This is an optimization exercise on Yosys and OpenROAD, whose aim is small area, not a production implementation. Only simulation tests tie the RTL to the original design; equivalence was not proved. Power figures rest on the tool's default switching activity, not on a simulated workload.

### flow/config.mk
export PLATFORM = sky130hd
export DESIGN_NAME = wrapper
export DESIGN_NICKNAME = wrapper
export VERILOG_FILES = /design/flow/design.v
export SDC_FILE = /design/flow/constraint.sdc
export NUM_CORES = 4
export LEC_CHECK = 0
export CAP_MARGIN = 20
export CORE_MARGIN = 2
export CORE_UTILIZATION = 40
export SLEW_MARGIN = 20
### flow/constraint.sdc
create_clock -name core_clock -period 5.0 [get_ports {sck}]
set_input_delay 1.0000 -clock core_clock [delete_from_list [all_inputs] [get_ports {sck}]]
set_output_delay 1.0000 -clock core_clock [all_outputs]
set_load 0.01 [all_outputs]
### flow/design.v
module adc(
    input              sck,
    input              rst,
    input              ws,
    input              run,       
    input        [3:0] sd,
    input              flag_in,
    output             flag_out,
    output reg  [95:0] data       
);
    localparam [4:0] S0      = 5'b00000;
    localparam [4:0] S_FULL  = 5'b01001;    
    localparam [4:0] S_VALID = 5'b10011;    
    reg  [4:0] st;
    reg [95:0] sreg;
    wire full  = (st == S_FULL);
    wire valid = (st == S_VALID);
    wire load  = ws & full;
    wire [4:0] step = {st[3:0], ~(st[4] ^ st[2])};
    assign flag_out = valid;
    always @(posedge sck or posedge rst) begin
        if (rst) begin
            st   <= S0;
            data <= 96'd0;
        end else begin
            if (valid)
                st <= flag_in ? S0 : S_VALID;
            else if (full)
                st <= ws ? S_VALID : S_FULL;
            else
                st <= (ws || !run) ? S0 : step;
            if (load)
                data <= sreg;
        end
    end
    integer i;
    always @(posedge sck) begin
        if (!full)
            for (i = 0; i < 4; i = i + 1)
                sreg[24*i +: 24] <= {sreg[24*i +: 23], sd[i]};
    end
endmodule
module mux(
    input               clk,
    input               rst,
    input               start,
    input               S_AXIS_tready,
    input        [95:0] data_a,      
    input        [95:0] data_b,      
    input               flag_a_in,
    input               flag_b_in,
    output reg   [95:0] tdata,
    output              S_AXIS_tvalid,
    output              S_AXIS_tlast,
    output              flag_a_out,
    output              flag_b_out,
    output              run
);
    localparam [2:0] NEVER   = 3'b000;
    localparam [2:0] IDLE    = 3'b001;
    localparam [2:0] IDLE_L  = 3'b010;
    localparam [2:0] CHECK_0 = 3'b011;
    localparam [2:0] CHECK   = 3'b100;
    localparam [2:0] T1_0    = 3'b101;
    localparam [2:0] T1      = 3'b111;
    localparam [2:0] T2      = 3'b110;
    reg [2:0] state;
    wire in_t1 = (state == T1_0) || (state == T1);
    wire in_t2 = (state == T2);
    assign run           = (state != NEVER);
    assign flag_a_out    = (state == CHECK) || (state == T1_0);
    assign flag_b_out    = state[2];
    assign S_AXIS_tvalid = (state == IDLE_L) || (state == T1) || (state == T2);
    assign S_AXIS_tlast  = (state == IDLE_L);
    always @(posedge clk or posedge rst) begin
        if (rst) begin
            state <= NEVER;
            tdata <= 96'd0;
        end else begin
            case (state)
                NEVER, IDLE, IDLE_L:
                    state <= start ? CHECK_0 : (state == NEVER ? NEVER : IDLE);
                CHECK_0, CHECK:
                    state <= (S_AXIS_tready && flag_a_in) ? T1_0 : CHECK;
                T1_0, T1:
                    state <= (S_AXIS_tready && flag_b_in) ? T2 : T1;
                default:
                    state <= IDLE_L;
            endcase
            if (in_t1)
                tdata <= data_a;
            else if (in_t2)
                tdata <= data_b;
        end
    end
endmodule
module wrapper(
  input sck,
  input ws,
  input rst,
  input start,
  input S_AXIS_tready,
  input [7:0]sd,
  output   [7:0] flag_mux_to_adc_debug,
  output   [7:0] flag_adc_to_mux_debug,
  output [127:0] S_AXIS_tdata,
  output         S_AXIS_tvalid,
  output         S_AXIS_tlast,
  output [255:0] data_debug
);
  wire [95:0] data_a, data_b, tdata;
  wire        valid_a, valid_b, ready_a, ready_b, run;
  adc u_adc_a (
    .sck(sck), .rst(rst), .ws(ws), .run(run), .sd(sd[3:0]),
    .flag_in(ready_a), .flag_out(valid_a), .data(data_a)
  );
  adc u_adc_b (
    .sck(sck), .rst(rst), .ws(ws), .run(run), .sd(sd[7:4]),
    .flag_in(ready_b), .flag_out(valid_b), .data(data_b)
  );
  mux m0 (
    .clk(sck), .rst(rst), .start(start), .S_AXIS_tready(S_AXIS_tready),
    .data_a(data_a), .data_b(data_b),
    .flag_a_in(valid_a), .flag_b_in(valid_b),
    .tdata(tdata), .S_AXIS_tvalid(S_AXIS_tvalid), .S_AXIS_tlast(S_AXIS_tlast),
    .flag_a_out(ready_a), .flag_b_out(ready_b), .run(run)
  );
  assign flag_mux_to_adc_debug = {{4{ready_b}}, {4{ready_a}}};
  assign flag_adc_to_mux_debug = {{4{valid_b}}, {4{valid_a}}};
  genvar i;
  generate
    for (i = 0; i < 4; i = i + 1) begin : g_out
      assign data_debug[32*i +: 32]      = {data_a[24*i +: 24], 8'h00};
      assign data_debug[32*(i+4) +: 32]  = {data_b[24*i +: 24], 8'h00};
      assign S_AXIS_tdata[32*i +: 32]    = {tdata[24*i +: 24], 8'h00};
    end
  endgenerate
endmodule
### flow/flow/run.sh
#!/bin/bash
# The standard layout (standard.sh) with these changes:
#  - synthesis maps logic with an area-oriented ABC script (flow/synth.tcl);
#    flip-flops are mapped exactly as in the standard synthesis
#  - every port gets the smallest buffer, buf_1
#  - clock tree synthesis: larger sink clusters, clkbuf_4/clkbuf_8, no
#    dummy loads
#  - constant outputs share one tie cell (no tie fanout repair)
# Each tool's output goes to a log of its own in this folder.
set -euo pipefail
here=$(pwd)
export FLOW_ABC_SCRIPT=$here/flow/abc_area.script
export BUFFER_PORTS_ARGS="-buffer_cell sky130_fd_sc_hd__buf_1"
export CTS_ARGS="-sink_clustering_enable -repair_clock_nets -dont_use_dummy_load -sink_clustering_size 20 -sink_clustering_max_diameter 60 -buf_list {sky130_fd_sc_hd__clkbuf_4 sky130_fd_sc_hd__clkbuf_8}"
export SKIP_REPAIR_TIE_FANOUT=1
sed "s#SYNTH_SCRIPT=[^ ]*#SYNTH_SCRIPT=$here/flow/synth.tcl#" standard.sh > flow_standard.sh
grep -q "SYNTH_SCRIPT=$here/flow/synth.tcl" flow_standard.sh
bash flow_standard.sh > standard.log 2>&1
### flow/flow/abc_area.script
strash
dch -f
amap -m -F 4 -A 8
topo
strash
dch -f
amap -m -F 4 -A 8
topo
### flow/flow/synth.tcl
# The standard flow's synthesis script (synth_recipe.tcl) with one change: ABC maps the
# logic with an area-oriented script (flow/abc_area.script) instead of
# ORFS's speed script. Flip-flops are mapped before ABC runs, so the
# registers, their names and cell types are those of the standard synthesis.
proc synth {args} { yosys synth -nofsm -noshare {*}$args }
proc abc {args} {
  set i [lsearch -exact $args -script]
  if { $i >= 0 } {
    lset args [expr {$i + 1}] $::env(FLOW_ABC_SCRIPT)
  }
  yosys abc {*}$args
}
source $::env(SCRIPTS_DIR)/synth.tcl
# left out here: clear keep_hierarchy, flatten, clean up, hide names made inside functions, write 1_2_yosys.v
### flow/standard.sh
#!/bin/bash
# synth_recipe.tcl (not shown) runs the flow's synth.tcl, then flattens the netlist and writes it again
# the make line also repeats each setting of config.mk as NAME=value (left out here)
make -C /OpenROAD-flow-scripts/flow DESIGN_CONFIG=/design/flow/config.mk WORK_HOME=/design/flow/orfs CLKGATE_MAP_FILE= SYNTH_SCRIPT=/design/flow/synth_recipe.tcl "${@:-finish}"
==> results of run 1 <==
-- through the flow --
step | std cells | util [%] | area (sq um) | total power [uW]
after CTS | 1992 | 44.9 | 19400 | 13600
after global placement | 1954 | 43.6 | 18800 | 11500
after detailed placement | 1954 | 43.6 | 18800 | 11600
after global routing | 1992 | 44.9 | 19400 | 14400
final | 1992 | 44.9 | 19400 | 13400
after floorplan | 1148 | - | 17600 | 9810
-- cell families after synthesis --
| kind of cell | share of synthesized area [%] |
|---|---|
| buffers and inverters | 5.21 |
| DFF | 75.7 |
| AOI/OAI and AO/OA | 16.5 |
| other | 0.0214 |
| and+or+nand+nor | 2.60 |
-- synth_stat cells (all sizes together), types with 3 or more instances --
| cell type | number | area, sq um |
|---|---|---|
| dfrtp | 301 | 7530 |
| a22o | 192 | 1680 |
| edfxtp | 192 | 5770 |
| buf | 112 | 841 |
| nor2 | 103 | 387 |
| o22ai | 101 | 632 |
| a21oi | 97 | 485 |
| clkinv | 20 | 75.1 |
| nor3 | 7 | 35.0 |
| o21ai | 5 | 25.0 |
| nand2 | 4 | 15.0 |
| nand3 | 4 | 20.0 |
| a31oi | 3 | 18.8 |
-- worst max-delay path, delay by kind of cell, from the launching register on --
family,cells,cell delay (ps)
AND/OR/NAND/NOR,2,830
flip-flops,1,380
buffers and inverters,2,280
-- sequential cells by signal, indices dropped and copies added, names as in the netlist --
name          cells
u_adc_a.data     96
u_adc_b.st        5
u_adc_b.data     96
m0.state          3
u_adc_b.sreg     96
u_adc_a.st        5
u_adc_a.sreg     96
m0.tdata         96
-- power by group through the flow --
stage / Clock (uW) / Sequential [uW] / Combinational (uW)
detailed placement: 0 / 7540 / 4090
global route: 2150 / 7690 / 4530
floorplan: 0 / 7660 / 2140
global placement: 0 / 7500 / 3990
finish: 1910 / 7470 / 4040
CTS: 2010 / 7480 / 4100
-- per-layer routing --
layer / routed length (um) / up-vias
li1: - / 4801
met1: 19400 / 5630
met2: 18500 / 384
met3: 2920 / 54
met4: 628 / 0
met5: 0 / -
-- placed cells by master, fill, tap and decap left out, drive strengths merged --
| master | n |
|---|---|
| edfxtp | 192 |
| o22ai | 101 |
| a31oi | 3 |
| clkinv | 16 |
| nor3 | 7 |
| o311ai | 2 |
| dfrtp | 301 |
| clkbuf | 38 |
| conb | 1 |
| a21o | 1 |
| inv | 4 |
| nor2 | 103 |
| nand3 | 4 |
| o211ai | 2 |
| buf | 333 |
| a22oi | 1 |
| o21ai | 5 |
| nand2 | 4 |
| a21oi | 97 |
| a22o | 192 |
-- cell type report --
| cell class | instances | area, sq um |
|---|---|---|
| Sequential cell | 493 | 13300 |
| Fill cell | 3931 | 23800 |
| Multi-Input combinational cell | 523 | 3380 |
| Clock buffer | 38 | 523 |
| Timing Repair Buffer | 333 | 1340 |
| Inverter | 20 | 100 |
| Tap cell | 585 | 732 |
-- how the worst max path moves through the flow --
stage / cells past startpoint / start / endpoint / slack [ps]
after CTS: 3 / u_adc_a.st[4] / flag_adc_to_mux_debug[2] / 1850
final: 4 / u_adc_b.st[3] / flag_adc_to_mux_debug[5] / 1910
after global placement: 7 / ws / u_adc_a.st[1] / 1990
after detailed placement: 6 / ws / u_adc_b.data[81] / 1910
after floorplan: 7 / u_adc_b.st[2] / u_adc_b.data[0] / 7
after global routing: 9 / u_adc_a.st[2] / u_adc_a.st[1] / 1710
==> impl_metrics.tcl, run 1 <==
set metrics [dict create \
    status "complete, no violations" \
    start_kind "flop" \
    rows 76 \
    cts_sinks 493 \
    setup_viol 0 \
    drive_above_1_share_pct 4.48 \
    grt_max_degree 176 \
    die_h_um 214 \
    die_x_um 214 \
    p_int_uw 8350 \
    slowest_stage "nor3_1" \
    viasPerCell 5.46 \
    worstReg2RegStart "u_adc_a.st[2]" \
    path_clk_slew_ps 110 \
    worstSetupPathType "reg2out" \
    ys.flop_type "dfrtp_1" \
    grt_pass1_vias 10250 \
    diodes 0 \
    num_io_pins 415 \
    cp_slowest_stage_delay_ps 750 \
    period_share_pct 61.9 \
    cts_tree "done" \
    synth_area_sq_mm 0.0176 \
    min_path_type "reg2reg" \
    clock_skew_ps 74.7 \
    post-cts-setup-buffers 0 \
    holdPathEnd "u_adc_b.sreg[25]" \
    finalMaxSlewViolations 0 \
    final_hold_viol_count 0 \
    coreArea_sq_mm 0.0432 \
    drc 0 \
    p_sw_uw 5070 \
    seq_area_frac_synth_pct 75.7 \
    hp-start "u_adc_b.sreg[24]" \
    track_usage_pct 18.0 \
    grt-ovfl-total 0 \
    grt_use_met2_pct 26.2 \
    path_cells "clkinv_1 > nand3_1 > nor3_1 > buf_1" \
    post_cts_resized 0 \
    fin_setup_tns_ps 0 \
    ant_nets 0 \
    root_buffer "clkbuf_8" \
    ys_ff_latch 493 \
    pre_cts_ws_ps 1910 \
    power.share.clock_pct 14.3 \
    fin_ws_ps 1910 \
    switching_share_pct 37.8 \
    routed_wl_mm 41.4 \
    critical_path_required_ps 4000 \
    use_met1_pct 27.4 \
    arrival_ps 2090 \
    final_nets 1422 \
    leakage_uw 0.00790 \
    grt_pass1_wl_mm 63.1 \
    max_cap_violations 0 \
    r2r_cells 8 \
    power_frac_seq_pct 55.7 \
    gp_congestion 0.781 \
    clock_latency_ps 600 \
    design.die.area_sq_mm 0.0456 \
    r2r-end "u_adc_a.data[29]" \
    antenna_found_initial 0 \
    syn_to_final_growth_pct 10.3 \
    cp-end-kind "output port" \
    crit_fanout 8 \
    synthCells 1148 \
    vdd_ir_drop_max_v 0.000520 \
    firstDrtPassIters 5 \
    synth.distinct_cells 18 \
    syn_nets 1161 \
    synth_area_per_cell_sq_um 15.3 \
    synth_async_sr_flop_share_pct 61.1 \
    min_delay_path_depth 0 \
    grt-busiest-layer "met1" \
    timing.hold.ws_ps 387 \
    cts_made_buffers 38 \
    ctsHoldBuffers 0 \
    max_freq_mhz 323 \
    synth_edf_count 192 \
    portBuffers 318 \
    p_per_area_mw_per_mm2 693 \
    drt_iter0_drc 1019 \
    cts.htree.levels 2 \
    route.vias.total 10869 \
    yosysWarnings 2 \
    power_frac_comb_pct 30.1 \
    cts_max_path_buffers 3 \
    rsz0062_at_grt "no" \
    use_met3_pct 4.53 \
    drt-wirelength-per-cell_um 20.8 \
    tightest_slew_ps 973 \
    rrSetupSlack_ps 2010 \
    relSlewSlack_pct 34.7 \
    dp_hpwl_mm 24.9 \
    start_util_pct 40.7 \
    min_period_ps 3090 \
]
==> run 2: changes to the inputs <==
--- a/flow/config.mk
+++ b/flow/config.mk
@@ -5,7 +5,7 @@
 export SDC_FILE = /design/flow/constraint.sdc
 export NUM_CORES = 4
 export LEC_CHECK = 0
-export CAP_MARGIN = 20
+export CAP_MARGIN = 5
 export CORE_MARGIN = 2
 export CORE_UTILIZATION = 40
-export SLEW_MARGIN = 20
+export SLEW_MARGIN = 5
==> run 2 against run 1 <==
Against the previous run:
- worst hold slack about the same
- via count about the same
- still clean
- maximum frequency down 0.64%
- die area is the same
- non-clock buffer count unchanged
- highest routed layer unchanged
- cell area barely moved
- worst setup slack got worse by 20 ps
==> impl_metrics.tcl, run 2 <==
set metrics [dict create \
    vdd_ir_drop_max_v 0.000517 \
    ctsHoldBuffers 0 \
    grt_max_degree 176 \
    syn_nets 1161 \
    relSlewSlack_pct 23.6 \
    worstSetupPathType "reg2out" \
    pre_cts_ws_ps 1910 \
    rsz0062_at_grt "no" \
    seq_area_frac_synth_pct 75.7 \
    antenna_found_initial 0 \
    n_fill_cell 3932 \
    p_per_area_mw_per_mm2 693 \
    dp_hpwl_mm 24.9 \
    cp_slowest_stage_delay_ps 770 \
    grt_pass1_vias 10250 \
    die_h_um 214 \
    cts_tree "done" \
    worstReg2RegStart "u_adc_a.st[2]" \
    cts.htree.levels 2 \
    cts_sinks 493 \
    diodes 0 \
    synth_area_per_cell_sq_um 15.3 \
    portBuffers 318 \
    period_share_pct 62.3 \
    track_usage_pct 18.0 \
    yosys-top-cells-count "dfrtp_1, a22o_1, edfxtp_1, buf_4, nor2_1" \
    drt-met1-wl_mm 19.4 \
    viasPerCell 5.45 \
    ys.flop_type "dfrtp_1" \
    r2r_cells 8 \
    hp-start "u_adc_b.sreg[24]" \
    multi_input_area_sq_mm 0.00338 \
    regArea_sq_mm 0.0133 \
    drt-wirelength-per-cell_um 20.8 \
    r2r-end "u_adc_a.data[29]" \
    synth_area_sq_mm 0.0176 \
    cts_made_buffers 38 \
    min_period_ps 3110 \
    dr_wl_met3_mm 2.84 \
    path_cells "clkinv_1 > nand3_1 > nor3_1 > buf_1" \
    yosysMostFrequentCell "dfrtp_1" \
    holdPathEnd "u_adc_b.sreg[25]" \
    synth_edf_count 192 \
    status "complete, no violations" \
    cts_max_path_buffers 3 \
    final_hold_viol_count 0 \
    synthCells 1148 \
    finalMaxSlewViolations 0 \
    setup_viol 0 \
    highest_layer "met4" \
    design.die.area_sq_mm 0.0456 \
    post-cts-setup-buffers 0 \
    route.met2.wl_mm 18.6 \
    grt-ovfl-total 0 \
    syn_to_final_growth_pct 10.2 \
    start_kind "flop" \
    path_clk_slew_ps 110 \
    crit_fanout 8 \
    cp_num_buf_inv 2 \
    die_x_um 214 \
    num_io_pins 415 \
    yosys.area.top_type "dfrtp_1" \
    timing.hold.ws_ps 387 \
    firstDrtPassIters 6 \
    clock_skew_ps 74.0 \
    start_util_pct 40.7 \
    coreArea_sq_mm 0.0432 \
    arrival_ps 2110 \
    drive_above_1_share_pct 4.48 \
    final_nets 1422 \
    synth.distinct_cells 18 \
    min_path_type "reg2reg" \
    cp_top_family "simple AND/OR/NAND/NOR gates" \
    yosysWarnings 2 \
    synth_async_sr_flop_share_pct 61.1 \
    rrSetupSlack_ps 2030 \
    gp_congestion 0.781 \
    synth_area_leaders "dfrtp_1, edfxtp_1, a22o_1" \
    root_buffer "clkbuf_8" \
    max_freq_mhz 321 \
    cp-end-kind "output port" \
    ant_nets 0 \
    grt_pass1_wl_mm 63.1 \
    min_delay_path_depth 0 \
    synth.top_cell.area_share_pct 42.9 \
    post-route-util_pct 44.9 \
    drc 0 \
    ys_ff_latch 493 \
    final_common_cell "buf_1" \
    max_cap_violations 0 \
    fin_ws_ps 1890 \
    rows 76 \
    fin_setup_tns_ps 0 \
    post_cts_resized 0 \
    slowest_stage "nor3_1" \
    leakage_uw 0.00790 \
    drt_iter0_drc 991 \
    clock_latency_ps 600 \
    tightest_slew_ps 1150 \
    routed_wl_mm 41.4 \
    route.vias.total 10859 \
    critical_path_required_ps 4000 \
    mostFrequentLayoutCells "buf_1, dfrtp_1, a22o_1, edfxtp_1, o22ai_1" \
]
## run 2: through the flow
step	total power (uW)	area (sq um)	std cells
2_1_floorplan	9810	17600	1148
3_3_place_gp	11500	18800	1954
3_5_place_dp	11600	18800	1954
4_1_cts	13600	19400	1992
5_1_grt	14400	19400	1992
6_report	13400	19400	1992
## run 2: worst reg2reg max path, stage by stage (launching register included)
cell and delay [ps]:
dfrtp_1 420, clkinv_1 90, nand3_1 80, nor3_1 320
inv_4 310, nor2_4 230, buf_4 480, buf_4 680
a22o_1 270
## run 2: report_power, final
part | switching, uW | total (uW) | internal [uW]
clock | 1220 | 1910 | 685
sequential | 1410 | 7480 | 6060
combinational | 2440 | 4040 | 1600
## run 2: worst max path at each step
stage                  start                  endpoint  cells after the start
6_report       u_adc_b.st[3]  flag_adc_to_mux_debug[5]                      4
5_1_grt        u_adc_a.st[2]             u_adc_a.st[1]                      9
4_1_cts        u_adc_a.st[4]  flag_adc_to_mux_debug[2]                      3
3_5_place_dp              ws          u_adc_b.data[81]                      6
3_3_place_gp              ws             u_adc_a.st[1]                      7
2_1_floorplan  u_adc_b.st[2]           u_adc_b.data[0]                      7
## run 2: cell families (layout without fill, tap and decap cells)
| group | Yosys count | after routing | synth area share (%) |
|---|---|---|---|
| compound gates | 404 | 404 | 16.5 |
| buf+inv | 132 | 391 | 5.21 |
| flops | 493 | 493 | 75.7 |
| other cells | 1 | 1 | 0.0214 |
| simple gates | 118 | 118 | 2.60 |
## run 2: routing by layer
metal,up-vias,GRT usage (%)
li1,4801,-
met1,5623,27.4
met2,383,26.2
met3,52,4.53
met4,0,3.59
met5,-,0
## run 2: area by class of cell
cell class / instances / share of cell area, %
repair buffers: 333 / 6.88
well taps: 585 / 3.78
clock buffers: 38 / 2.70
inverters: 20 / 0.504
multi-input cells: 523 / 17.4
flip-flops and latches: 493 / 68.7
==> run 3: changes to the inputs <==
--- a/flow/flow/run.sh
+++ b/flow/flow/run.sh
@@ -11,7 +11,7 @@
 here=$(pwd)
 export FLOW_ABC_SCRIPT=$here/flow/abc_area.script
 export BUFFER_PORTS_ARGS="-buffer_cell sky130_fd_sc_hd__buf_1"
-export CTS_ARGS="-sink_clustering_enable -repair_clock_nets -dont_use_dummy_load -sink_clustering_size 20 -sink_clustering_max_diameter 60 -buf_list {sky130_fd_sc_hd__clkbuf_4 sky130_fd_sc_hd__clkbuf_8}"
+export CTS_ARGS="-sink_clustering_enable -repair_clock_nets -dont_use_dummy_load -sink_clustering_size 20 -sink_clustering_max_diameter 40 -buf_list {sky130_fd_sc_hd__clkbuf_4 sky130_fd_sc_hd__clkbuf_8}"
 export SKIP_REPAIR_TIE_FANOUT=1
 sed "s#SYNTH_SCRIPT=[^ ]*#SYNTH_SCRIPT=$here/flow/synth.tcl#" standard.sh > flow_standard.sh
 grep -q "SYNTH_SCRIPT=$here/flow/synth.tcl" flow_standard.sh
==> flow/config.mk (replaced) <==
export PLATFORM = sky130hd
export DESIGN_NAME = wrapper
export DESIGN_NICKNAME = wrapper
export VERILOG_FILES = /design/flow/design.v
export SDC_FILE = /design/flow/constraint.sdc
export NUM_CORES = 4
export LEC_CHECK = 0
export CAP_MARGIN = 20
export CORE_MARGIN = 2
export CORE_UTILIZATION = 65
export PLACE_DENSITY = 0.75
export SLEW_MARGIN = 20
==> run 3 against run 2 <==
Against the previous run:
- sequential share of layout area increased by 0.77 points
- die area is 38% lower
- area after synthesis unchanged
- critical path depth down 1
- cell area shrank 1.1%
- global-route usage rose by 9.0 points
- register-to-register slack got worse by 180 ps
- worst setup slack lost 140 ps
- sequential power about the same
- cell count decreased by 12%
- critical path type unchanged
==> impl_metrics.tcl, run 3 <==
set metrics [dict create \
    cts_made_buffers 46 \
    drt-wirelength-per-cell_um 21.8 \
    worstSetupPathType "reg2out" \
    final_common_cell "buf_1" \
    synth_area_per_cell_sq_um 15.3 \
    antenna_found_initial 0 \
    relSlewSlack_pct 33.4 \
    portBuffers 318 \
    path_cells "buf_4 > o22ai_1 > buf_1" \
    synth_edf_count 192 \
    rrSetupSlack_ps 1850 \
    slowest_stage "dfrtp_4" \
    p_total_uw 13500 \
    cp_slowest_stage_delay_ps 790 \
    yosys-top-cells-count "dfrtp_1, a22o_1, edfxtp_1, buf_4, nor2_1" \
    syn_to_final_growth_pct 9.03 \
    routed_wl_mm 38.2 \
    cts_max_path_buffers 3 \
    fin_setup_tns_ps 0 \
    drt_iter0_drc 1000 \
    dp_hpwl_mm 23.0 \
    root_buffer "clkbuf_8" \
    yosysMostFrequentCell "dfrtp_1" \
    final_hold_viol_count 0 \
    synth_area_leaders "dfrtp_1, edfxtp_1, a22o_1" \
    drc 0 \
    max_freq_mhz 307 \
    syn_nets 1161 \
    min_delay_path_depth 0 \
    fin_cells 1754 \
    firstDrtPassIters 5 \
    tightest_slew_ps 989 \
    crit_fanout 56 \
    status "complete, no violations" \
    synth_area_sq_mm 0.0176 \
    min_path_type "reg2reg" \
    finalMaxSlewViolations 0 \
    cts_tree "done" \
    start_kind "flop" \
    route.vias.total 10988 \
    rows 60 \
    cts.htree.levels 2 \
    placed_cells 1708 \
    post_cts_resized 0 \
    post-cts-setup-buffers 0 \
    synth.top_cell.area_share_pct 42.9 \
    viasPerCell 6.26 \
    ys_ff_latch 493 \
    timing.hold.ws_ps 389 \
    critical_path_required_ps 4000 \
    grt_max_degree 179 \
    synthCells 1148 \
    drive_above_1_share_pct 4.88 \
    grt-ovfl-total 0 \
    final_nets 1428 \
    ant_nets 0 \
    min_period_ps 3260 \
    clock_latency_ps 590 \
    ys.flop_type "dfrtp_1" \
    synth.distinct_cells 18 \
    max_cap_violations 0 \
    mostFrequentLayoutCells "buf_1, dfrtp_1, a22o_1, edfxtp_1, o22ai_1" \
    diodes 0 \
    coreArea_sq_mm 0.0267 \
    yosysWarnings 2 \
    vdd_ir_drop_max_v 0.000784 \
    r2r_cells 7 \
    design.die.area_sq_mm 0.0284 \
    cp-end-kind "output port" \
    grt_pass1_wl_mm 60.0 \
    ctsHoldBuffers 0 \
    gp_congestion 0.782 \
    period_share_pct 65.1 \
    start_util_pct 65.7 \
    p_per_area_mw_per_mm2 706 \
    cts_sinks 493 \
    path_clk_slew_ps 110 \
    clock_skew_ps 60.1 \
    num_io_pins 415 \
    arrival_ps 2260 \
    seq_area_frac_synth_pct 75.7 \
    setup_viol 0 \
    yosys.area.top_type "dfrtp_1" \
    grt_pass1_vias 10417 \
    synth_async_sr_flop_share_pct 61.1 \
    post-route-util_pct 71.7 \
    track_usage_pct 26.9 \
    leakage_uw 0.00794 \
    die_x_um 168 \
    die_h_um 168 \
    rsz0062_at_grt "no" \
]
-- run 3: cell counts after synthesis --
Identical to the previous run, type by type.
-- run 3: cells by family (layout without fill, tap and decap cells) --
family	Yosys count	after routing	share of synthesized area, %
simple gates	118	118	2.60
other cells	1	1	0.0214
compound gates	404	404	16.5
buf+inv	132	397	5.21
flops	493	493	75.7
-- run 3: power by group --
part | leakage (uW) | switching [uW] | internal (uW) | total, uW
clock | 0.000331 | 1190 | 821 | 2010
combinational | 0.00172 | 2410 | 1600 | 4010
sequential | 0.00589 | 1420 | 6070 | 7500
-- run 3: worst max-delay path, delay by kind of cell, from the launching register on --
kind            cells  cell delay, ps
compound gates      1             170
flops               1             790
buf+inv             2             760
-- run 3: final timing paths --
check                           startpoint               end
hold reg to reg            u_adc_b.sreg[9]  u_adc_b.sreg[10]
hold / removal             u_adc_b.sreg[9]  u_adc_b.sreg[10]
min in group asynchronous              rst      m0.tdata[35]
setup reg to reg             u_adc_b.st[1]  u_adc_b.data[91]
max in group asynchronous              rst  u_adc_b.data[53]
setup / recovery               m0.state[0]     S_AXIS_tvalid
-- run 3: per-stage QoR --
| stage | worst slack [ps] | instance area, sq um |
|---|---|---|
| 3_3_place_gp | 1910 | 18500 |
| 4_1_cts | 1700 | 19100 |
| 3_5_place_dp | 1840 | 18500 |
| 5_1_grt | 1610 | 19100 |
| 6_report | 1740 | 19100 |
| 2_1_floorplan | 7.36 | 17600 |
-- run 3: per-layer routing --
metal / vias to the layer above / GRT usage [%] / wire length [um]
met5: - / 0 / 0
met4: 0 / 6.67 / 749
met3: 59 / 5.08 / 2880
met2: 483 / 41.1 / 17900
met1: 5621 / 41.2 / 16700
li1: 4825 / - / -
-- run 3: final cells by class --
class	count	area (sq um)
Sequential cell	493	13300
Inverter	20	103
Clock buffer	46	633
Multi-Input combinational cell	523	3380
Fill cell	1788	7580
Timing Repair Buffer	331	1310
Tap cell	341	427
==> run 4: changes to the inputs <==
==> flow/flow/run.sh (replaced) <==
#!/bin/bash
# The standard layout (standard.sh) with these changes:
#  - synthesis maps logic with an area-oriented ABC script (flow/synth.tcl);
#    flip-flops are mapped exactly as in the standard synthesis
#  - every port gets the smallest buffer, buf_1
#  - clock tree synthesis: larger sink clusters, clkbuf_16, no
#    dummy loads
#  - constant outputs share one tie cell (no tie fanout repair)
# Each tool's output goes to a log of its own in this folder.
set -euo pipefail
here=$(pwd)
export FLOW_ABC_SCRIPT=$here/flow/abc_area.script
export BUFFER_PORTS_ARGS="-buffer_cell sky130_fd_sc_hd__buf_1"
export CTS_ARGS="-sink_clustering_enable -repair_clock_nets -dont_use_dummy_load -sink_clustering_size 32 -sink_clustering_max_diameter 80 -buf_list {sky130_fd_sc_hd__clkbuf_16}"
export SKIP_REPAIR_TIE_FANOUT=1
sed "s#SYNTH_SCRIPT=[^ ]*#SYNTH_SCRIPT=$here/flow/synth.tcl#" standard.sh > flow_standard.sh
grep -q "SYNTH_SCRIPT=$here/flow/synth.tcl" flow_standard.sh
bash flow_standard.sh > standard.log 2>&1
--- a/flow/config.mk
+++ b/flow/config.mk
@@ -7,6 +7,5 @@
 export LEC_CHECK = 0
 export CAP_MARGIN = 20
 export CORE_MARGIN = 2
-export CORE_UTILIZATION = 65
-export PLACE_DENSITY = 0.75
+export CORE_UTILIZATION = 40
 export SLEW_MARGIN = 20
==> run 4 against run 3 <==
Against the previous run:
- clock power about the same
- utilization decreased by 27 points
- register-to-register slack better by 170 ps
- area after synthesis did not move
- first-iteration DRC count shrank 10%
- worst hold slack better by 37 ps
- via count is 1.4% lower
- critical path type unchanged
- power barely moved
- global-route usage decreased by 9.3 points
- clock-buffer cell count decreased by 23
==> impl_metrics.tcl, run 4 <==
set metrics [dict create \
    status "complete, no violations" \
    cts_sinks 493 \
    synth_area_per_cell_sq_um 15.3 \
    highest_layer "met4" \
    synthCells 1148 \
    routed_wl_mm 41.0 \
    synth_async_sr_flop_share_pct 61.1 \
    setup_viol 0 \
    synth_area_leaders "dfrtp_1, edfxtp_1, a22o_1" \
    seq_area_frac_synth_pct 75.7 \
    crit_fanout 8 \
    cp_slowest_stage_delay_ps 770 \
    clock_skew_ps 54.9 \
    p_per_area_mw_per_mm2 696 \
    synth.top_cell.area_share_pct 42.9 \
    fin_cells 1977 \
    drt_iter0_drc 900 \
    ys.flop_type "dfrtp_1" \
    rsz0062_at_grt "no" \
    yosysMostFrequentCell "dfrtp_1" \
    yosysWarnings 2 \
    vdd_ir_drop_max_v 0.000507 \
    regArea_sq_mm 0.0133 \
    final_common_cell "buf_1" \
    drive_above_1_share_pct 3.45 \
    ctsHoldBuffers 0 \
    n_fill_cell 3913 \
    pre_cts_ws_ps 1910 \
    period_share_pct 60.4 \
    num_io_pins 415 \
    timing.hold.ws_ps 426 \
    route.vias.total 10835 \
    synth_area_sq_mm 0.0176 \
    viasPerCell 5.48 \
    cts.htree.levels 1 \
    syn_nets 1161 \
    synth_edf_count 192 \
    fin_ws_ps 1980 \
    gp_congestion 0.781 \
    die_x_um 214 \
    finalMaxSlewViolations 0 \
    post-cts-setup-buffers 0 \
    start_util_pct 40.7 \
    cts_made_buffers 23 \
    clock_latency_ps 570 \
    grt-ovfl-total 0 \
    grt_pass1_wl_mm 62.5 \
    die_h_um 214 \
    min_path_type "reg2reg" \
    tightest_slew_ps 965 \
    track_usage_pct 17.6 \
    rows 76 \
    min_period_ps 3020 \
    dr_wl_met3_mm 2.63 \
    diodes 0 \
    path_clk_slew_ps 100 \
    yosys.area.top_type "dfrtp_1" \
    drt-wirelength-per-cell_um 20.7 \
    final_hold_viol_count 0 \
    grt_pass1_vias 10128 \
    relSlewSlack_pct 35.7 \
    synth.distinct_cells 18 \
    max_freq_mhz 331 \
    drt-met1-wl_mm 19.2 \
    start_kind "flop" \
    cts_max_path_buffers 3 \
    drc 0 \
    path_cells "clkinv_1 > nor3_1 > buf_1" \
    fin_setup_tns_ps 0 \
    max_cap_violations 0 \
    cp-end-kind "output port" \
    portBuffers 318 \
    post_cts_resized 0 \
    firstDrtPassIters 6 \
    cp_top_family "simple AND/OR/NAND/NOR gates" \
    dp_hpwl_mm 24.9 \
    yosys-top-cells-count "dfrtp_1, a22o_1, edfxtp_1, buf_4, nor2_1" \
    route.met2.wl_mm 18.6 \
    root_buffer "clkbuf_16" \
    arrival_ps 2020 \
    ant_nets 0 \
    multi_input_area_sq_mm 0.00338 \
    syn_to_final_growth_pct 10.6 \
    worstSetupPathType "reg2out" \
    critical_path_required_ps 4000 \
    coreArea_sq_mm 0.0432 \
    grt_max_degree 176 \
    cp_num_buf_inv 2 \
    mostFrequentLayoutCells "buf_1, dfrtp_1, a22o_1, edfxtp_1, o22ai_1" \
    p_total_uw 13500 \
    design.die.area_sq_mm 0.0456 \
    placed_cells 1954 \
    ys_ff_latch 493 \
    cts_tree "done" \
    final_nets 1407 \
    slowest_stage "nor3_1" \
    antenna_found_initial 0 \
    leakage_uw 0.00791 \
]
[run 4: worst paths after layout]
path,start,endpoint,slack [ps],depth (start not counted)
max in group asynchronous,rst,u_adc_b.data[55],3230,3
worst min register to register,u_adc_b.sreg[62],u_adc_b.sreg[63],430,0
worst min-delay path,u_adc_b.sreg[62],u_adc_b.sreg[63],430,0
worst max-delay path,u_adc_b.st[4],flag_adc_to_mux_debug[5],1980,3
worst max register to register,u_adc_a.st[2],u_adc_a.data[32],2020,8
min in group asynchronous,rst,m0.tdata[24],650,2
[run 4: cell families (layout without fill, tap and decap cells)]
kind of cell / Yosys count / after routing / synth area share [%]
compound gates: 404 / 404 / 16.5
flops: 493 / 493 / 75.7
buf+inv: 132 / 376 / 5.21
simple gates: 118 / 118 / 2.60
other cells: 1 / 1 / 0.0214
[run 4: final cells by class]
cell class	count	share of cell area, %
Clock buffer	23	2.96
Inverter	20	0.515
Multi-Input combinational cell	523	17.4
Sequential cell	493	68.5
Tap cell	585	3.77
Timing Repair Buffer	333	6.87
[run 4: through the flow]
stage	cell area [sq um]	util, %
after floorplan	17600	-
final	19400	45.0
after detailed placement	18800	43.6
after CTS	19400	45.0
after global routing	19400	45.0
after global placement	18800	43.6
[run 4: report_power, final]
group          total, uW  internal (uW)  switching, uW  leakage [uW]
Combinational       4040           1600           2440       0.00173
Sequential          7470           6060           1400       0.00589
Clock               2010            827           1190      0.000283
Total              13500           8490           5030       0.00791
[run 4: layer usage]
layer | GRT usage [%] | up-vias
met5 | 0 | -
li1 | - | 4786
met3 | 2.74 | 31
met1 | 27.5 | 5654
met4 | 3.16 | 0
met2 | 26.3 | 364
==> run 5: changes to the inputs <==
==> flow/flow/run.sh (replaced) <==
#!/bin/bash
# The standard layout (standard.sh) with these changes:
#  - synthesis maps logic with an area-oriented ABC script (flow/synth.tcl);
#    flip-flops are mapped exactly as in the standard synthesis
#  - every port gets the smallest buffer, buf_1
#  - clock tree synthesis: larger sink clusters, clkbuf_4/clkbuf_8, no
#    dummy loads
#  - constant outputs share one tie cell (no tie fanout repair)
# Each tool's output goes to a log of its own in this folder.
set -euo pipefail
here=$(pwd)
export FLOW_ABC_SCRIPT=$here/flow/abc_area.script
export BUFFER_PORTS_ARGS="-buffer_cell sky130_fd_sc_hd__buf_1"
export CTS_ARGS="-sink_clustering_enable -repair_clock_nets -dont_use_dummy_load -sink_clustering_size 16 -sink_clustering_max_diameter 50 -buf_list {sky130_fd_sc_hd__clkbuf_8}"
export SKIP_REPAIR_TIE_FANOUT=1
sed "s#SYNTH_SCRIPT=[^ ]*#SYNTH_SCRIPT=$here/flow/synth.tcl#" standard.sh > flow_standard.sh
grep -q "SYNTH_SCRIPT=$here/flow/synth.tcl" flow_standard.sh
bash flow_standard.sh > standard.log 2>&1
==> run 5 against run 4 <==
Against the previous run:
- still clean
- worst hold slack worse by 13 ps
- register-to-register slack got worse by 20 ps
- sequential share of layout area decreased by 0.20 points
- highest routed layer unchanged
==> impl_metrics.tcl, run 5 <==
set metrics [dict create \
    vdd_ir_drop_max_v 0.000512 \
    syn_nets 1161 \
    synth_async_sr_flop_share_pct 61.1 \
    slowest_stage "nor3_1" \
    viasPerCell 5.47 \
    ant_nets 0 \
    r2r_cells 8 \
    path_cells "clkinv_1 > nor3_1 > buf_1" \
    n_fill_cell 3928 \
    yosys.area.top_type "dfrtp_1" \
    grt_pass1_wl_mm 63.0 \
    critical_path_required_ps 4000 \
    setup_viol 0 \
    drt_iter0_drc 929 \
    drc 0 \
    synth.top_cell.area_share_pct 42.9 \
    portBuffers 318 \
    ctsHoldBuffers 0 \
    firstDrtPassIters 5 \
    fin_setup_tns_ps 0 \
    seq_area_frac_synth_pct 75.7 \
    final_common_cell "buf_1" \
    grt_pass1_vias 10337 \
    max_cap_violations 0 \
    rrSetupSlack_ps 2000 \
    hp-start "u_adc_b.sreg[14]" \
    synth_area_per_cell_sq_um 15.3 \
    drive_above_1_share_pct 5.02 \
    antenna_found_initial 0 \
    rsz0062_at_grt "no" \
    fin_cells 2000 \
    die_h_um 214 \
    grt_max_degree 176 \
    synth.distinct_cells 18 \
    coreArea_sq_mm 0.0432 \
    yosysMostFrequentCell "dfrtp_1" \
    p_per_area_mw_per_mm2 698 \
    final_nets 1430 \
    cts_tree "done" \
    post_cts_resized 0 \
    p_total_uw 13600 \
    yosys-top-cells-count "dfrtp_1, a22o_1, edfxtp_1, buf_4, nor2_1" \
    ys.flop_type "dfrtp_1" \
    pre_cts_ws_ps 1910 \
    final_hold_viol_count 0 \
    num_io_pins 415 \
    placed_cells 1954 \
    path_clk_slew_ps 100 \
    route.vias.total 10938 \
    tightest_slew_ps 982 \
    synth_area_leaders "dfrtp_1, edfxtp_1, a22o_1" \
    r2r-end "u_adc_a.data[32]" \
    root_buffer "clkbuf_8" \
    cts_sinks 493 \
    syn_to_final_growth_pct 10.9 \
    gp_congestion 0.781 \
    yosysWarnings 2 \
    ys_ff_latch 493 \
    track_usage_pct 18.0 \
    min_path_type "reg2reg" \
    worstReg2RegStart "u_adc_a.st[2]" \
    grt-ovfl-total 0 \
    arrival_ps 2130 \
    finalMaxSlewViolations 0 \
    cp_slowest_stage_delay_ps 790 \
    mostFrequentLayoutCells "buf_1, dfrtp_1, a22o_1, edfxtp_1, o22ai_1" \
    relSlewSlack_pct 34.0 \
    cp-end-kind "output port" \
    cts_made_buffers 46 \
    min_delay_path_depth 0 \
    timing.hold.ws_ps 413 \
    cts_max_path_buffers 3 \
    max_freq_mhz 319 \
    crit_fanout 8 \
    design.die.area_sq_mm 0.0456 \
    status "complete, no violations" \
    fin_ws_ps 1870 \
    synth_area_sq_mm 0.0176 \
    synth_edf_count 192 \
    post-cts-setup-buffers 0 \
    routed_wl_mm 41.7 \
    die_x_um 214 \
    rows 76 \
    dp_hpwl_mm 24.9 \
    holdPathEnd "u_adc_b.sreg[15]" \
    synthCells 1148 \
    start_util_pct 40.7 \
    drt-wirelength-per-cell_um 20.8 \
    start_kind "flop" \
    diodes 0 \
    clock_skew_ps 51.5 \
    clock_latency_ps 620 \
    cts.htree.levels 2 \
    period_share_pct 62.6 \
    worstSetupPathType "reg2out" \
    min_period_ps 3130 \
    leakage_uw 0.00796 \
]
==> run 5: cell counts after synthesis <==
No cell type changed its count.
==> run 5: critical path: cells and delay by family (launching register included) <==
kind	cells	cell delay (ps)
flip-flops	1	400
buffers and inverters	2	320
AND/OR/NAND/NOR	1	790
==> run 5: worst max-delay path by stage <==
stage	slack, ps	from	depth (start not counted)	to
3_3_place_gp	1990	ws	7	u_adc_a.st[1]
5_1_grt	1720	u_adc_a.st[2]	9	u_adc_a.st[1]
6_report	1870	u_adc_b.st[4]	3	flag_adc_to_mux_debug[5]
4_1_cts	1840	u_adc_b.st[4]	3	flag_adc_to_mux_debug[5]
3_5_place_dp	1910	ws	6	u_adc_b.data[81]
2_1_floorplan	7	u_adc_b.st[2]	7	u_adc_b.data[0]
==> run 5: kinds of logic (layout without fill, tap and decap cells) <==
family	Yosys count	in the layout	synth area share, %
AND/OR/NAND/NOR	118	118	2.60
flip-flops	493	493	75.7
AO/OA/AOI/OAI	404	404	16.5
other	1	1	0.0214
buffers and inverters	132	399	5.21
==> run 5: stage by stage <==
stage                     area (sq um)  utilization (%)
after CTS                        19500             45.1
after global routing             19500             45.1
after detailed placement         18800             43.6
after floorplan                  17600                -
final                            19500             45.1
after global placement           18800             43.6
==> run 5: layout make-up <==
| class | instances | area (sq um) | area share, % |
|---|---|---|---|
| sequential | 493 | 13300 | 68.3 |
| timing repair buffer | 333 | 1340 | 6.85 |
| inverter | 20 | 100 | 0.514 |
| multi-input combinational | 523 | 3380 | 17.3 |
| tap | 585 | 732 | 3.76 |
| clock buffer | 46 | 633 | 3.25 |
==> run 5: power breakdown <==
part	switching [uW]	internal [uW]
registers	1410	6070
logic	2440	1600
clock network	1260	821
total	5110	8490
==> run 5: routing by layer <==
metal | global-route usage, % | wire length (um)
met1 | 27.6 | 19700
met2 | 26.0 | 18500
met3 | 3.21 | 2540
met4 | 5.46 | 899
met5 | 0 | 0
==> run 6: changes to the inputs <==
--- a/flow/flow/run.sh
+++ b/flow/flow/run.sh
@@ -11,7 +11,7 @@
 here=$(pwd)
 export FLOW_ABC_SCRIPT=$here/flow/abc_area.script
 export BUFFER_PORTS_ARGS="-buffer_cell sky130_fd_sc_hd__buf_1"
-export CTS_ARGS="-sink_clustering_enable -repair_clock_nets -dont_use_dummy_load -sink_clustering_size 16 -sink_clustering_max_diameter 50 -buf_list {sky130_fd_sc_hd__clkbuf_8}"
+export CTS_ARGS="-sink_clustering_enable -repair_clock_nets -dont_use_dummy_load -sink_clustering_size 12 -sink_clustering_max_diameter 35 -buf_list {sky130_fd_sc_hd__clkbuf_4 sky130_fd_sc_hd__clkbuf_8}"
 export SKIP_REPAIR_TIE_FANOUT=1
 sed "s#SYNTH_SCRIPT=[^ ]*#SYNTH_SCRIPT=$here/flow/synth.tcl#" standard.sh > flow_standard.sh
 grep -q "SYNTH_SCRIPT=$here/flow/synth.tcl" flow_standard.sh
==> run 6 against run 5 <==
Against the previous run:
- sequential power barely moved
- critical endpoint unchanged
- highest routed layer unchanged
- still clean on timing, DRC and antenna
- via count rose by 1.4%
- flip-flop and latch count did not move
==> impl_metrics.tcl, run 6 <==
set metrics [dict create \
    p_per_area_mw_per_mm2 717 \
    relSlewSlack_pct 32.6 \
    finalMaxSlewViolations 0 \
    design.die.area_sq_mm 0.0456 \
    arrival_ps 2100 \
    fin_setup_tns_ps 0 \
    coreArea_sq_mm 0.0432 \
    min_period_ps 3100 \
    portBuffers 318 \
    syn_nets 1161 \
    ctsHoldBuffers 0 \
    power.share.clock_pct 19.3 \
    synth.distinct_cells 18 \
    fin_cells 2033 \
    max_cap_violations 0 \
    power_frac_comb_pct 28.3 \
    p_int_uw 9070 \
    worstSetupPathType "reg2out" \
    yosysWarnings 2 \
    path_cells "clkinv_1 > nand3_1 > nor3_1 > buf_1" \
    post-cts-setup-buffers 0 \
    use_met3_pct 4.38 \
    rrSetupSlack_ps 2010 \
    post-route-util_pct 46.2 \
    start_kind "flop" \
    grt_max_degree 176 \
    hp-start "u_adc_b.sreg[7]" \
    synth_area_leaders "dfrtp_1, edfxtp_1, a22o_1" \
    drc 0 \
    switching_share_pct 36.5 \
    synth.top_cell.area_share_pct 42.9 \
    use_met1_pct 27.5 \
    min_delay_path_depth 0 \
    cts_sinks 493 \
    post_cts_resized 0 \
    grt_pass1_vias 10589 \
    grt-busiest-layer "met1" \
    yosys-top-cells-count "dfrtp_1, a22o_1, edfxtp_1, buf_4, nor2_1" \
    yosysMostFrequentCell "dfrtp_1" \
    cp_slowest_stage_delay_ps 770 \
    placed_cells 1954 \
    cts_made_buffers 79 \
    path_clk_slew_ps 70 \
    max_freq_mhz 322 \
    die_h_um 214 \
    antenna_found_initial 0 \
    worstReg2RegStart "u_adc_a.st[2]" \
    critical_path_required_ps 4000 \
    seq_area_frac_synth_pct 75.7 \
    min_path_type "reg2reg" \
    clock_latency_ps 620 \
    yosys.area.top_type "dfrtp_1" \
    synth_area_per_cell_sq_um 15.3 \
    timing.hold.ws_ps 412 \
    grt_use_met2_pct 26.3 \
    synth_edf_count 192 \
    cp-end-kind "output port" \
    holdPathEnd "u_adc_b.sreg[8]" \
    tightest_slew_ps 1000 \
    ant_nets 0 \
    r2r_cells 8 \
    syn_to_final_growth_pct 13.5 \
    power_frac_seq_pct 52.4 \
    dp_hpwl_mm 24.9 \
    cts_tree "done" \
    drive_above_1_share_pct 7.18 \
    period_share_pct 62.0 \
    num_io_pins 415 \
    viasPerCell 5.45 \
    crit_fanout 8 \
    status "complete, no violations" \
    ys.flop_type "dfrtp_1" \
    final_hold_viol_count 0 \
    routed_wl_mm 41.9 \
    synth_area_sq_mm 0.0176 \
    p_sw_uw 5220 \
    drt-wirelength-per-cell_um 20.6 \
    track_usage_pct 18.2 \
    firstDrtPassIters 5 \
    r2r-end "u_adc_a.data[6]" \
    ys_ff_latch 493 \
    n_fill_cell 3875 \
    cts.htree.levels 3 \
    grt_pass1_wl_mm 64.0 \
    route.vias.total 11090 \
    die_x_um 214 \
    final_common_cell "buf_1" \
    synth_async_sr_flop_share_pct 61.1 \
    root_buffer "clkbuf_8" \
    setup_viol 0 \
    vdd_ir_drop_max_v 0.000515 \
    gp_congestion 0.781 \
    synthCells 1148 \
    grt-ovfl-total 0 \
    diodes 0 \
    rows 76 \
    drt_iter0_drc 846 \
    start_util_pct 40.7 \
    clock_skew_ps 79.4 \
    final_nets 1463 \
    mostFrequentLayoutCells "buf_1, dfrtp_1, a22o_1, edfxtp_1, o22ai_1" \
    slowest_stage "nor3_1" \
    cts_max_path_buffers 3 \
    rsz0062_at_grt "no" \
    leakage_uw 0.00819 \
]
## run 6: critical path, delay by kind of cell, from the launching register on
family,cells,cell delay (ps)
buf+inv,2,290
flops,1,360
simple gates,2,850
## run 6: metrics by stage
step / worst slack [ps] / area [sq um] / power (uW)
after floorplan: 7.36 / 17600 / 9810
after global placement: 1990 / 18800 / 11500
after detailed placement: 1910 / 18800 / 11600
after CTS: 1850 / 19900 / 14500
after global routing: 1720 / 19900 / 15300
final: 1900 / 19900 / 14300
## run 6: worst max path at each step
stage / start / endpoint / slack, ps / cells after the start
CTS: u_adc_a.st[4] / flag_adc_to_mux_debug[2] / 1850 / 3
finish: u_adc_b.st[3] / flag_adc_to_mux_debug[5] / 1900 / 4
global placement: ws / u_adc_a.st[1] / 1990 / 7
detailed placement: ws / u_adc_b.data[81] / 1910 / 6
global route: u_adc_a.st[2] / u_adc_a.st[1] / 1720 / 9
floorplan: u_adc_b.st[2] / u_adc_b.data[0] / 7 / 7
## run 6: logic make-up (layout without fill, tap and decap cells)
family                 count (synthesis)  after routing  share of synthesized area [%]
flip-flops                           493            493                           75.7
other                                  1              1                         0.0214
AND/OR/NAND/NOR                      118            118                           2.60
AO/OA/AOI/OAI                        404            404                           16.5
buffers and inverters                132            432                           5.21
## run 6: power groups by stage
stage / combinational, uW / clock [uW] / sequential [uW]
after floorplan: 2140 / 0 / 7660
after global placement: 3990 / 0 / 7500
after detailed placement: 4090 / 0 / 7540
after CTS: 4100 / 2870 / 7500
after global routing: 4530 / 3050 / 7710
final: 4040 / 2760 / 7490
## run 6: cell type report
cell class / instances / area, sq um / share of cell area [%]
Sequential cell: 493 / 13300 / 66.7
Multi-Input combinational cell: 523 / 3380 / 16.9
Clock buffer: 79 / 1090 / 5.45
Tap cell: 585 / 732 / 3.67
Inverter: 20 / 100 / 0.502
Timing Repair Buffer: 333 / 1340 / 6.70
## run 6: metal layers
layer / vias up / routed length [um]
li1: 4892 / -
met3: 53 / 2920
met5: - / 0
met1: 5728 / 19700
met2: 417 / 18700
met4: 0 / 627
==> run 7: changes to the inputs <==
--- a/flow/flow/run.sh
+++ b/flow/flow/run.sh
@@ -11,7 +11,7 @@
 here=$(pwd)
 export FLOW_ABC_SCRIPT=$here/flow/abc_area.script
 export BUFFER_PORTS_ARGS="-buffer_cell sky130_fd_sc_hd__buf_1"
-export CTS_ARGS="-sink_clustering_enable -repair_clock_nets -dont_use_dummy_load -sink_clustering_size 12 -sink_clustering_max_diameter 35 -buf_list {sky130_fd_sc_hd__clkbuf_4 sky130_fd_sc_hd__clkbuf_8}"
+export CTS_ARGS="-sink_clustering_enable -repair_clock_nets -dont_use_dummy_load -sink_clustering_size 36 -sink_clustering_max_diameter 60 -buf_list {sky130_fd_sc_hd__clkbuf_16}"
 export SKIP_REPAIR_TIE_FANOUT=1
 sed "s#SYNTH_SCRIPT=[^ ]*#SYNTH_SCRIPT=$here/flow/synth.tcl#" standard.sh > flow_standard.sh
 grep -q "SYNTH_SCRIPT=$here/flow/synth.tcl" flow_standard.sh
==> run 7 against run 6 <==
Against the previous run:
- utilization fell by 0.55 points
- worst hold slack worse by 12 ps
- highest routed layer unchanged
- non-clock buffer count unchanged
- first-iteration DRC count is 17% higher
- critical path depth shrank 1
- largest power group unchanged
- cell count is 2.2% lower
- via count fell by 0.91%
- area after synthesis is the same
- critical endpoint unchanged
- largest cell class unchanged
- combinational power is essentially flat
- sequential power about the same
==> impl_metrics.tcl, run 7 <==
set metrics [dict create \
    status "complete, no violations" \
    synthCells 1148 \
    drt_iter0_drc 986 \
    route.vias.total 10989 \
    tightest_slew_ps 979 \
    cts_made_buffers 34 \
    p_sw_uw 5140 \
    yosys.area.top_type "dfrtp_1" \
    mostFrequentLayoutCells "buf_1, dfrtp_1, a22o_1, edfxtp_1, o22ai_1" \
    synth.top_cell.area_share_pct 42.9 \
    worstSetupPathType "reg2out" \
    final_common_cell "buf_1" \
    num_io_pins 415 \
    die_x_um 214 \
    routed_wl_mm 41.5 \
    viasPerCell 5.53 \
    start_kind "flop" \
    final_nets 1418 \
    drc 0 \
    critical_path_required_ps 4000 \
    die_h_um 214 \
    vdd_ir_drop_max_v 0.000508 \
    synth_area_per_cell_sq_um 15.3 \
    fin_setup_tns_ps 0 \
    fin_ws_ps 1970 \
    multi_input_area_sq_mm 0.00338 \
    antenna_found_initial 0 \
    ys_ff_latch 493 \
    crit_fanout 8 \
    switching_share_pct 36.6 \
    synth_area_leaders "dfrtp_1, edfxtp_1, a22o_1" \
    arrival_ps 2030 \
    post_cts_resized 0 \
    clock_skew_ps 61.5 \
    yosysMostFrequentCell "dfrtp_1" \
    design.die.area_sq_mm 0.0456 \
    portBuffers 318 \
    power_frac_seq_pct 53.4 \
    ctsHoldBuffers 0 \
    period_share_pct 60.5 \
    cp_top_family "simple AND/OR/NAND/NOR gates" \
    setup_viol 0 \
    p_total_uw 14000 \
    cts_tree "done" \
    yosysWarnings 2 \
    ys.flop_type "dfrtp_1" \
    cts.htree.levels 2 \
    power.share.clock_pct 17.8 \
    fin_area_sq_mm 0.0197 \
    leakage_uw 0.00805 \
    rsz0062_at_grt "no" \
    track_usage_pct 18.0 \
    clock_latency_ps 560 \
    start_util_pct 40.7 \
    power_frac_comb_pct 28.8 \
    cp_slowest_stage_delay_ps 790 \
    grt_max_degree 176 \
    seq_area_frac_synth_pct 75.7 \
    pre_cts_ws_ps 1910 \
    regArea_sq_mm 0.0133 \
    synth.distinct_cells 18 \
    min_path_type "reg2reg" \
    drt-wirelength-per-cell_um 20.9 \
    cp_num_buf_inv 2 \
    grt-ovfl-total 0 \
    slowest_stage "nor3_1" \
    finalMaxSlewViolations 0 \
    cp-end-kind "output port" \
    drive_above_1_share_pct 4.21 \
    cts_max_path_buffers 3 \
    max_cap_violations 0 \
    rows 76 \
    firstDrtPassIters 6 \
    synth_edf_count 192 \
    relSlewSlack_pct 34.3 \
    cts_sinks 493 \
    root_buffer "clkbuf_16" \
    max_freq_mhz 330 \
    synth_area_sq_mm 0.0176 \
    n_fill_cell 3889 \
    path_cells "clkinv_1 > nor3_1 > buf_1" \
    grt_pass1_wl_mm 63.0 \
    placed_area_sq_mm 0.0188 \
    yosys-top-cells-count "dfrtp_1, a22o_1, edfxtp_1, buf_4, nor2_1" \
    p_per_area_mw_per_mm2 712 \
    min_period_ps 3030 \
    syn_to_final_growth_pct 12.1 \
    syn_nets 1161 \
    grt_pass1_vias 10281 \
    ant_nets 0 \
    dp_hpwl_mm 24.9 \
    coreArea_sq_mm 0.0432 \
    placed_cells 1954 \
    p_int_uw 8880 \
    path_clk_slew_ps 90 \
    diodes 0 \
    post-cts-setup-buffers 0 \
    gp_congestion 0.781 \
    final_hold_viol_count 0 \
    fin_cells 1988 \
    synth_async_sr_flop_share_pct 61.1 \
]
[run 7: cell counts after synthesis]
No cell type changed its count.
[run 7: through the flow]
stage / hold WS, ps / utilization [%]
2_1_floorplan: 427 / -
3_3_place_gp: 428 / 43.6
3_5_place_dp: 435 / 43.6
4_1_cts: 398 / 45.6
5_1_grt: 410 / 45.6
6_report: 399 / 45.6
[run 7: path summary, 6_finish.rpt]
kind | start | to | slack (ps) | cells after the start
setup / recovery | u_adc_b.st[4] | flag_adc_to_mux_debug[5] | 1970 | 3
setup reg to reg | u_adc_a.st[2] | u_adc_a.data[6] | 2000 | 8
max in group asynchronous | rst | m0.tdata[10] | 3270 | 3
hold / removal | u_adc_a.sreg[35] | u_adc_a.sreg[36] | 400 | 0
min in group asynchronous | rst | m0.tdata[24] | 690 | 2
hold reg to reg | u_adc_a.sreg[35] | u_adc_a.sreg[36] | 400 | 0
[run 7: logic make-up after synthesis]
family | share of synthesized area [%]
compound gates | 16.5
other cells | 0.0214
flops | 75.7
buf+inv | 5.21
simple gates | 2.60
[run 7: final cells by class]
| cell class | count | share of cell area (%) |
|---|---|---|
| clock buffer | 34 | 4.32 |
| sequential | 493 | 67.5 |
| inverter | 20 | 0.508 |
| tap | 585 | 3.72 |
| timing repair buffer | 333 | 6.78 |
| multi-input combinational | 523 | 17.2 |
[run 7: power by group through the flow]
| stage | Clock, uW | Combinational, uW | Sequential (uW) |
|---|---|---|---|
| detailed placement | 0 | 4090 | 7540 |
| global placement | 0 | 3990 | 7500 |
| floorplan | 0 | 2140 | 7660 |
| global route | 2720 | 4530 | 7700 |
| finish | 2490 | 4040 | 7480 |
| CTS | 2590 | 4100 | 7490 |
[run 7: metal layers]
metal	up-vias	wire length [um]	GRT usage [%]
li1	4807	-	-
met1	5742	19500	27.5
met2	388	18600	26.3
met3	52	2540	3.28
met4	0	767	4.86
met5	-	0	0
==> run 8: changes to the inputs <==
--- a/flow/flow/run.sh
+++ b/flow/flow/run.sh
@@ -11,7 +11,7 @@
 here=$(pwd)
 export FLOW_ABC_SCRIPT=$here/flow/abc_area.script
 export BUFFER_PORTS_ARGS="-buffer_cell sky130_fd_sc_hd__buf_1"
-export CTS_ARGS="-sink_clustering_enable -repair_clock_nets -dont_use_dummy_load -sink_clustering_size 36 -sink_clustering_max_diameter 60 -buf_list {sky130_fd_sc_hd__clkbuf_16}"
+export CTS_ARGS="-sink_clustering_enable -repair_clock_nets -dont_use_dummy_load -sink_clustering_size 10 -sink_clustering_max_diameter 40 -buf_list {sky130_fd_sc_hd__clkbuf_4}"
 export SKIP_REPAIR_TIE_FANOUT=1
 sed "s#SYNTH_SCRIPT=[^ ]*#SYNTH_SCRIPT=$here/flow/synth.tcl#" standard.sh > flow_standard.sh
 grep -q "SYNTH_SCRIPT=$here/flow/synth.tcl" flow_standard.sh
==> run 8 against run 7 <==
Against the previous run:
- clock-buffer cell count rose by 36
- register-to-register slack improved by 30 ps
- clock power fell by 23%
- critical path type unchanged
- largest cell class unchanged
- largest power group unchanged
==> impl_metrics.tcl, run 8 <==
set metrics [dict create \
    status "complete, no violations" \
    power_frac_comb_pct 30.1 \
    hp-start "sd[0]" \
    yosysMostFrequentCell "dfrtp_1" \
    synth.top_cell.area_share_pct 42.9 \
    cts_made_buffers 70 \
    cts_max_path_buffers 3 \
    start_util_pct 40.7 \
    relSlewSlack_pct 35.5 \
    p_sw_uw 5120 \
    synth_area_per_cell_sq_um 15.3 \
    crit_start "u_adc_b.st[4]" \
    switching_share_pct 38.1 \
    finalMaxSlewViolations 0 \
    cts.htree.levels 3 \
    path_cells "clkinv_1 > nor3_1 > buf_1" \
    yosys-top-cells-count "dfrtp_1, a22o_1, edfxtp_1, buf_4, nor2_1" \
    n_fill_cell 3960 \
    path_clk_slew_ps 120 \
    grt-ovfl-total 0 \
    synth_area_leaders "dfrtp_1, edfxtp_1, a22o_1" \
    min_delay_path_depth 1 \
    drt-met1-wl_mm 19.3 \
    worstReg2RegStart "u_adc_a.st[2]" \
    yosys.area.top_type "dfrtp_1" \
    synth_edf_count 192 \
    syn_to_final_growth_pct 10.3 \
    yosysWarnings 2 \
    start_kind "flop" \
    post-cts-setup-buffers 0 \
    clock_skew_ps 87.9 \
    cp_slowest_stage_delay_ps 760 \
    vdd_ir_drop_max_v 0.000539 \
    leakage_uw 0.00795 \
    die_x_um 214 \
    syn_nets 1161 \
    mostFrequentLayoutCells "buf_1, dfrtp_1, a22o_1, edfxtp_1, o22ai_1" \
    final_common_cell "buf_1" \
    crit_fanout 8 \
    grt_max_degree 176 \
    antenna_found_initial 1 \
    route.met2.wl_mm 18.6 \
    post_cts_resized 0 \
    route.vias.total 11094 \
    max_freq_mhz 308 \
    placed_area_sq_mm 0.0188 \
    p_int_uw 8310 \
    grt_pass1_wl_mm 63.7 \
    p_per_area_mw_per_mm2 693 \
    ant_nets 0 \
    fin_setup_tns_ps 0 \
    cp-end-kind "output port" \
    design.die.area_sq_mm 0.0456 \
    cts_tree "done" \
    drive_above_1_share_pct 6.60 \
    die_h_um 214 \
    root_buffer "clkbuf_4" \
    viasPerCell 5.48 \
    worstSetupPathType "reg2out" \
    fin_ws_ps 1760 \
    timing.hold.ws_ps 397 \
    portBuffers 318 \
    grt_pass1_vias 10513 \
    r2r_cells 8 \
    ys_ff_latch 493 \
    final_nets 1454 \
    ys.flop_type "dfrtp_1" \
    ctsHoldBuffers 0 \
    seq_area_frac_synth_pct 75.7 \
    tightest_slew_ps 967 \
    pre_cts_ws_ps 1910 \
    cts_sinks 493 \
    power.share.clock_pct 14.2 \
    arrival_ps 2240 \
    clock_latency_ps 760 \
    slowest_stage "nor3_1" \
    synth_area_sq_mm 0.0176 \
    highest_layer "met4" \
    track_usage_pct 18.2 \
    min_path_type "in2reg" \
    num_io_pins 415 \
    gp_congestion 0.781 \
    synth.distinct_cells 18 \
    firstDrtPassIters 7 \
    rows 76 \
    setup_viol 0 \
    rrSetupSlack_ps 2030 \
    post-route-util_pct 44.9 \
    drc 0 \
    max_cap_violations 0 \
    power_frac_seq_pct 55.7 \
    synth_async_sr_flop_share_pct 61.1 \
    coreArea_sq_mm 0.0432 \
    dr_wl_met3_mm 3.17 \
    rsz0062_at_grt "no" \
    critical_path_required_ps 4000 \
    drt_iter0_drc 820 \
    fin_area_sq_mm 0.0194 \
    routed_wl_mm 41.8 \
    drt-wirelength-per-cell_um 20.6 \
    min_period_ps 3240 \
    period_share_pct 64.9 \
    final_hold_viol_count 0 \
    synthCells 1148 \
    dp_hpwl_mm 24.9 \
]
## run 8: through the flow
step                      cells  power (uW)
after floorplan            1148        9810
after global placement     1954       11500
after detailed placement   1954       11600
after CTS                  2024       13600
after global routing       2025       14400
final                      2025       13400
## run 8: metal layers
metal | track usage, % | vias to the layer above
li1 | - | 4903
met1 | 27.3 | 5700
met2 | 26.1 | 430
met3 | 4.72 | 61
met4 | 5.36 | 0
met5 | 0 | -
## run 8: cell families after synthesis
kind of cell | count (synthesis) | share of synthesized area [%]
compound gates | 404 | 16.5
buf+inv | 132 | 5.21
flops | 493 | 75.7
other cells | 1 | 0.0214
simple gates | 118 | 2.60
## run 8: final cells by class
type / instances / area, sq um / area share, %
repair buffers: 333 / 1340 / 6.89
inverters: 20 / 100 / 0.517
diodes: 1 / 2.50 / 0.0129
well taps: 585 / 732 / 3.78
flip-flops and latches: 493 / 13300 / 68.7
clock buffers: 70 / 526 / 2.71
multi-input cells: 523 / 3380 / 17.4
## run 8: final timing paths
check,endpoint
max in group asynchronous,u_adc_b.data[62]
setup / recovery,flag_adc_to_mux_debug[5]
setup reg to reg,u_adc_a.data[33]
hold reg to reg,u_adc_b.sreg[83]
min in group asynchronous,m0.tdata[2]
hold / removal,u_adc_a.sreg[0]
## run 8: power groups by stage
stage | Sequential [uW] | Combinational, uW | Clock (uW)
floorplan | 7660 | 2140 | 0
global placement | 7500 | 3990 | 0
detailed placement | 7540 | 4090 | 0
CTS | 7480 | 4100 | 2030
global route | 7690 | 4530 | 2180
finish | 7480 | 4040 | 1910
## run 8: critical path: cells and delay by family, from the launching register on
| kind | cells | cell delay, ps |
|---|---|---|
| AND/OR/NAND/NOR | 1 | 760 |
| flip-flops | 1 | 390 |
| buffers and inverters | 2 | 320 |

## re-timing with driven ports
How much do the figures lean on ideal ports? The routed layouts below were timed once more, with nothing changed but the port constraints. Step 1 assumes that a clkbuf_16 drives the clock port and a buf_2 every other input. Step 2 times the ports against the registers' clock, not the clock port: input delays grow and output delays shrink by t, the midpoint of the rising clock arrivals with the driver on. Three values: no drivers, after step 1, after step 2; two values: the first two.
run	shift t [ns]	slack for setup (ns)	worst hold slack (ns)	worst register clock-pin slew, ns
run 1	0.621	1.906 / 1.860 / 1.885	0.387 / 0.387 / 0.387	0.12 / 0.12
run 2	0.617	1.886 / 1.841 / 1.897	0.387 / 0.387 / 0.387	0.12 / 0.12
run 3	0.603	1.744 / 1.699 / 1.725	0.389 / 0.389 / 0.389	0.11 / 0.11
run 4	0.599	1.979 / 1.929 / 1.882	0.426 / 0.426 / 0.426	0.12 / 0.12
run 5	0.645	1.870 / 1.825 / 1.879	0.413 / 0.413 / 0.413	0.10 / 0.10
run 6	0.631	1.898 / 1.854 / 1.861	0.412 / 0.412 / 0.412	0.08 / 0.08
run 7	0.584	1.974 / 1.924 / 1.860	0.399 / 0.399 / 0.399	0.12 / 0.12
run 8	0.763	1.757 / 1.712 / 1.872	0.397 / 0.383 / 0.408	0.12 / 0.12
After both steps setup and hold are still met in every run listed. For run 7, which loses most, drivers alone change the setup slack by -0.050 ns; drivers and shift together by -0.114 ns.
